Background: an optimization exercise with open tools, aiming at small area, a short achievable clock period and few clock cycles. Do not read the settings as production practice.

run a:
==> flow/design.v <==
module dividor_rtl #(parameter SIZE=16)
		(
			input clk, rst, start,
			input [SIZE-1:0] a, b,
			output [SIZE-1:0] m,
			output [9:0] f,
			output done,
			output div0);
		localparam IDLE = 3'd0;
		localparam PREP = 3'd1;
		localparam INT  = 3'd2;
		localparam MUL  = 3'd3;
		localparam FRAC = 3'd4;
		localparam FIN  = 3'd5;
		reg [2:0] state;
		reg [2:0] cnt;           
		reg [15:0] b_r;
		reg [17:0] b3;           
		reg [15:0] p;            
		reg [15:0] q;            
		reg [9:0] fr;            
		reg [1:0] nb;            
		reg short;               
		function [15:0] below_lead(input [15:0] x);
			reg [15:0] s1, s2, s4;
			begin
				s1 = x | (x >> 1);
				s2 = s1 | (s1 >> 2);
				s4 = s2 | (s2 >> 4);
				below_lead = (s4 | (s4 >> 8)) >> 1;
			end
		endfunction
		wire [15:0] bs = below_lead(b);
		wire [8:0] z;
		genvar j;
		generate for (j = 0; j < 8; j = j + 1) begin : g_z
			wire [31:0] lim = ({16'd0, bs} << (2*j)) | ((32'd1 << (2*j)) - 32'd1);
			assign z[j] = ~|(a & ~lim[15:0]);
		end endgenerate
		assign z[8] = 1'b1;
		integer i;
		reg [8:1] sh;            
		reg [31:0] a_sh;
		always @(*) begin
			a_sh = 32'd0;
			for (i = 1; i <= 8; i = i + 1)
				if (sh[i]) a_sh = a_sh | ({q, 16'd0} >> (2*i));
		end
		wire [17:0] t = {p, nb};
		wire [18:0] d1 = {1'b0, t} - {3'b0, b_r};
		wire [18:0] d2 = {1'b0, t} - {2'b0, b_r, 1'b0};
		wire [18:0] d3 = {1'b0, t} - {1'b0, b3};
		wire [1:0] qq = !d3[18] ? 2'd3 : !d2[18] ? 2'd2 : !d1[18] ? 2'd1 : 2'd0;
		wire [15:0] p_step = !d3[18] ? d3[15:0] : !d2[18] ? d2[15:0] : !d1[18] ? d1[15:0] : t[15:0];
		wire [25:0] n1000 = {p, 10'd0} - {6'd0, p, 4'd0} - {7'd0, p, 3'd0};
		always @(posedge clk or posedge rst)
			if (rst)
				state <= IDLE;
			else case (state)
				IDLE: if (start) state <= z[0] ? MUL : PREP;
				PREP: state <= INT;
				INT:  if (cnt == 3'd0) state <= MUL;
				MUL:  state <= (p == 16'd0) ? FIN : FRAC;
				FRAC: if (cnt == 3'd0) state <= FIN;
				default: state <= IDLE;
			endcase
		always @(posedge clk) begin
			b3 <= {1'b0, b_r, 1'b0} + {2'b0, b_r};
			for (i = 1; i <= 8; i = i + 1)
				sh[i] <= z[i] & ~z[i-1];
			case (state)
				IDLE: begin
					b_r <= b;
					p <= a;
					q <= a;
					short <= z[0];
				end
				PREP: begin
					p <= a_sh[31:16];
					q <= a_sh[15:0];
					cnt <= {sh[8] | sh[7] | sh[6] | sh[5], sh[8] | sh[7] | sh[4] | sh[3], sh[8] | sh[6] | sh[4] | sh[2]};
				end
				INT: begin
					p <= p_step;
					q <= {q[13:0], qq};
					cnt <= cnt - 3'd1;
				end
				MUL: begin
					p <= n1000[25:10];
					cnt <= 3'd4;
				end
				default: begin
					p <= p_step;
					cnt <= cnt - 3'd1;
				end
			endcase
			case (state)
				PREP: nb <= a_sh[15:14];
				INT:  nb <= q[13:12];
				MUL:  nb <= n1000[9:8];
				default: nb <= fr[7:6];
			endcase
			if (state == MUL)
				fr <= n1000[9:0];
			else
				fr <= {fr[7:0], qq};
		end
		assign m = short ? 16'd0 : q;
		assign f = fr;
		assign done = (state == FIN);
		assign div0 = (b_r == 16'd0);
endmodule
==> flow/config.mk <==
export PLATFORM = sky130hd
export DESIGN_NAME = dividor_rtl
export DESIGN_NICKNAME = dividor_rtl
export VERILOG_FILES = /design/flow/design.v
export SDC_FILE = /design/flow/constraint.sdc
export NUM_CORES = 4
export LEC_CHECK = 0
export CAP_MARGIN = 20
export CORE_MARGIN = 2
export CORE_UTILIZATION = 40
export SETUP_SLACK_MARGIN = 4.0
export SLEW_MARGIN = 20
==> flow/constraint.sdc <==
create_clock -name core_clock -period 7.5 [get_ports {clk}]
set_input_delay 1.5000 -clock core_clock [delete_from_list [all_inputs] [get_ports {clk}]]
set_output_delay 1.5000 -clock core_clock [all_outputs]
set_load 0.01 [all_outputs]
run.sh (not shown) runs the stock make flow with config.mk's settings and CLKGATE_MAP_FILE= SYNTH_SCRIPT=/design/flow/synth_recipe.tcl, a recipe that flattens the netlist after the stock synthesis.
Input changes introduced in run b (baseline for comparison: run a):
--- a/flow/design.v
+++ b/flow/design.v
@@ -19,29 +19,34 @@
 		reg [15:0] p;            
 		reg [15:0] q;            
 		reg [9:0] fr;            
 		reg [1:0] nb;            
 		reg short;               
 		function [15:0] below_lead(input [15:0] x);
-			reg [15:0] s1, s2, s4;
+			integer k;
 			begin
-				s1 = x | (x >> 1);
-				s2 = s1 | (s1 >> 2);
-				s4 = s2 | (s2 >> 4);
-				below_lead = (s4 | (s4 >> 8)) >> 1;
+				below_lead[15] = 1'b0;
+				for (k = 14; k >= 0; k = k - 1)
+					below_lead[k] = below_lead[k+1] | x[k+1];
 			end
 		endfunction
 		wire [15:0] bs = below_lead(b);
 		wire [8:0] z;
 		genvar j;
 		generate for (j = 0; j < 8; j = j + 1) begin : g_z
 			wire [31:0] lim = ({16'd0, bs} << (2*j)) | ((32'd1 << (2*j)) - 32'd1);
 			assign z[j] = ~|(a & ~lim[15:0]);
 		end endgenerate
 		assign z[8] = 1'b1;
 		integer i;
+		reg [3:0] nj;
+		always @(*) begin
+			nj = 4'd8;
+			for (i = 7; i >= 0; i = i - 1)
+				if (z[i]) nj = i;
+		end
 		reg [8:1] sh;            
 		reg [31:0] a_sh;
 		always @(*) begin
 			a_sh = 32'd0;
 			for (i = 1; i <= 8; i = i + 1)
 				if (sh[i]) a_sh = a_sh | ({q, 16'd0} >> (2*i));
@@ -49,13 +54,18 @@
 		wire [17:0] t = {p, nb};
 		wire [18:0] d1 = {1'b0, t} - {3'b0, b_r};
 		wire [18:0] d2 = {1'b0, t} - {2'b0, b_r, 1'b0};
 		wire [18:0] d3 = {1'b0, t} - {1'b0, b3};
 		wire [1:0] qq = !d3[18] ? 2'd3 : !d2[18] ? 2'd2 : !d1[18] ? 2'd1 : 2'd0;
 		wire [15:0] p_step = !d3[18] ? d3[15:0] : !d2[18] ? d2[15:0] : !d1[18] ? d1[15:0] : t[15:0];
-		wire [25:0] n1000 = {p, 10'd0} - {6'd0, p, 4'd0} - {7'd0, p, 3'd0};
+		wire [25:0] mx = {p, 10'd0};
+		wire [25:0] my = ~{6'd0, p, 4'd0};
+		wire [25:0] mz = ~{7'd0, p, 3'd0};
+		wire [25:0] ms = mx ^ my ^ mz;
+		wire [25:0] mc = (mx & my) | (mx & mz) | (my & mz);
+		wire [25:0] n1000 = ms + {mc[24:0], 1'b0} + 26'd2;
 		always @(posedge clk or posedge rst)
 			if (rst)
 				state <= IDLE;
 			else case (state)
 				IDLE: if (start) state <= z[0] ? MUL : PREP;
 				PREP: state <= INT;
@@ -63,25 +73,25 @@
 				MUL:  state <= (p == 16'd0) ? FIN : FRAC;
 				FRAC: if (cnt == 3'd0) state <= FIN;
 				default: state <= IDLE;
 			endcase
 		always @(posedge clk) begin
 			b3 <= {1'b0, b_r, 1'b0} + {2'b0, b_r};
-			for (i = 1; i <= 8; i = i + 1)
-				sh[i] <= z[i] & ~z[i-1];
 			case (state)
 				IDLE: begin
 					b_r <= b;
 					p <= a;
 					q <= a;
 					short <= z[0];
+					for (i = 1; i <= 8; i = i + 1)
+						sh[i] <= (nj == i);
+					cnt <= nj[2:0] - 3'd1;
 				end
 				PREP: begin
 					p <= a_sh[31:16];
 					q <= a_sh[15:0];
-					cnt <= {sh[8] | sh[7] | sh[6] | sh[5], sh[8] | sh[7] | sh[4] | sh[3], sh[8] | sh[6] | sh[4] | sh[2]};
 				end
 				INT: begin
 					p <= p_step;
 					q <= {q[13:0], qq};
 					cnt <= cnt - 3'd1;
 				end
Taking run a as the reference, in run b measured slew at the worst slew-check pin increased 0.22 ns; routed metal-1 wirelength increased 4.1%; routed wire length increased 6.3%; post-route cell area increased about 8%.
Non-clock inverter instance count of the final layout in run b is about 13% higher than in run a
Against run a, run b reports a gate count after technology mapping that is higher.
Function was not checked in any run of this note: the RTL went through the layout flow alone.

-- port drivers added, routing unchanged --
The flow's constraints put no driver on any port. The routed layouts listed below were extracted and timed again, unchanged, in two steps. Step 1 sets driving cells, clkbuf_16 on the clock port and buf_2 on the other inputs (assumed; they add their load-dependent delay and slew). Step 2 also shifts input and output timing later by t, the mid clock arrival at the registers, as if the neighbouring blocks saw the same clock. a / b / c = no drivers / after step 1 / after step 2; a / b = the first two.
run | t, ns | slack for setup (ns) | worst setup path after step 2 | worst data-port slew with drivers (ns) | cell pins on the clock port's net
run a | 0.401 | 4.076 / 4.071 / 3.698 | input to register | 0.03 | 1
run b | 0.401 | 3.748 / 3.752 / 3.351 | input to register | 0.05 | 1
After both steps every run listed still meets setup and hold. The setup slack of run b, which loses most, moves by +0.004 ns with the drivers and by -0.397 ns with both steps.
